Source: an optimization exercise on an open RTL-to-GDS flow (aim: small area and a short achievable clock period). Production flows keep margins and buffers that such runs may drop.
In this exercise RTL edits were held to simulation tests only and were not proved equivalent to the original.

== main ==
Design softermax, start of the top module:
module softermax (
    input clk,
    input  [79:0] unnormed_in,
    output [319:0] final_softmax
);
    function automatic [15:0] pow_val(input [1:0] f, input [3:0] s, input z);
        logic [15:0] h;
        begin
            case (f)
                2'd0: h = 16'h8000;
                2'd1: h = 16'h6BA2;
                2'd2: h = 16'h5A82;
                default: h = 16'h4C1B;
            endcase
            pow_val = z ? 16'd0 : (h >> s);
        end
    endfunction
    function automatic [39:0] rk0(input [5:0] dl);
        case (dl)
            6'd0: rk0 = 40'h0c05e80fc0;
            6'd1: rk0 = 40'h0c30006001;
            6'd2: rk0 = 40'h0c6018c042;
            6'd3: rk0 = 40'h0c90312083;
            6'd4: rk0 = 40'h0cc04980c4;
            6'd5: rk0 = 40'h0cf061e105;
            6'd6: rk0 = 40'h0d207a4146;
            6'd7: rk0 = 40'h0d5092a187;
            6'd8: rk0 = 40'h0d80ab01c8;
            6'd9: rk0 = 40'h0db0c36209;
            6'd10: rk0 = 40'h0de0dbc24a;
            6'd11: rk0 = 40'h0e10f4228b;
            6'd12: rk0 = 40'h0e410c82cc;
            6'd13: rk0 = 40'h0e7124e30d;
            6'd14: rk0 = 40'h0ea13d434e;
  ...
Size: about 100,000 um^2 of cells after synthesis.
clock: 17.5 ns
lec_check: 0
abc_area: 1
cap_margin: 20
core_margin: 2
core_utilization: 40
slew_margin: 20
standard.sh (not shown) runs the stock make flow with config.mk's settings and CLKGATE_MAP_FILE= SYNTH_SCRIPT=/design/flow/synth_recipe.tcl, a recipe that flattens the netlist after the stock synthesis.
==> flow/flow/run.sh <==
#!/bin/bash
# The standard layout (the standard.sh: the standard synthesis, then ORFS from
# floorplan to finish) with these changes to how it is made:
#  - after the standard synthesis, fapol.py sets the polarity of each full adder
#    (a full adder is self-dual) so that fewer inverters sit between adders; it
#    touches only inverters and adder input wiring, never a register or port;
#  - every port is still buffered, but with a plain buffer cell rather than the
#    delay cell buffer_ports picks on its own;
#  - ORFS's timing repair is asked to keep a setup margin, so that it sizes and
#    buffers the worst paths (the SDC and clock period stay the design's).
# Each tool's output goes to a log of its own here (synth.log, fapol.log,
# layout.log) and to ORFS's logs under orfs/logs.
set -euo pipefail
RES=orfs/results/${FLOW_PLATFORM:-sky130hd}/softermax/base
bash standard.sh synth > synth.log 2>&1
if python3 flow/fapol.py "$RES/1_2_yosys.v" "$RES/1_2_yosys.fapol.v" > fapol.log 2>&1; then
  cp "$RES/1_2_yosys.v" "$RES/1_2_yosys.standard.v"
  mv "$RES/1_2_yosys.fapol.v" "$RES/1_2_yosys.v"
  rm -f "$RES/1_synth.odb" "$RES/1_synth.sdc"
fi
bash standard.sh SETUP_SLACK_MARGIN=11.5 TNS_END_PERCENT=5 \
  "BUFFER_PORTS_ARGS=-buffer_cell sky130_fd_sc_hd__buf_1" finish > layout.log 2>&1
Other scripts of this flow, unchanged in this note and not shown: flow/flow/fapol.py
main completed every stage of the flow, and the final layout passed the timing, DRC and antenna checks.
Relative to main, the following input files were edited for the feature branch:
-- flow/flow/run.sh --
<<< main, line 20
fi
bash standard.sh SETUP_SLACK_MARGIN=11.5 TNS_END_PERCENT=5 \
  "BUFFER_PORTS_ARGS=-buffer_cell sky130_fd_sc_hd__buf_1" finish > layout.log 2>&1
>>> the feature branch, line 20
fi
bash standard.sh SETUP_SLACK_MARGIN=11 TNS_END_PERCENT=0 \
  "BUFFER_PORTS_ARGS=-buffer_cell sky130_fd_sc_hd__buf_1" finish > layout.log 2>&1
-- flow/config.mk --
<<< main, line 11
export CORE_UTILIZATION = 40
export SLEW_MARGIN = 20
>>> the feature branch, line 11
export CORE_UTILIZATION = 40
export CTS_BUF_LIST = sky130_fd_sc_hd__clkbuf_8
export SLEW_MARGIN = 20
- Worst path required time for the feature branch: 0.24 ns up relative to main
- In the final reports, the cell area of the feature branch is smaller than that of main.
- From main to the feature branch the numbers moved as follows: post-synthesis to final-layout area growth decreased by 0.86 points relative to the old numbers; sequential share of layout area closely matched the old numbers.

[static timing again, ports no longer ideal]
No port has a modelled driver above. Below, the same layouts with a new extraction and two added sets of constraints.
Step 1 sets driving cells, clkbuf_16 on the clock port and buf_2 on the other inputs (assumed; they add their load-dependent delay and slew).
Step 2, shift: input delay + t, output delay - t, t = (earliest + latest rising clock arrival at the registers) / 2. This alone moves slack from input paths to output paths.
a / b / c = ideal ports / drivers / drivers and shift; a / b = the first two.
run | shift t [ns] | setup WS [ns] | worst setup path at the end | clock arrival spread, ns | cell pins on the clock port's net
main | 0.837 | 10.336 / 10.375 / 9.537 | input to register | 0.049 / 0.049 | 1
the feature branch | 1.042 | 10.606 / 10.606 / 9.648 | input to register | 0.114 / 0.114 | 1
After both steps setup and hold are still met in every run listed. For the feature branch, which loses most, drivers alone change the setup slack by 0.000 ns; drivers and shift together by -0.958 ns.
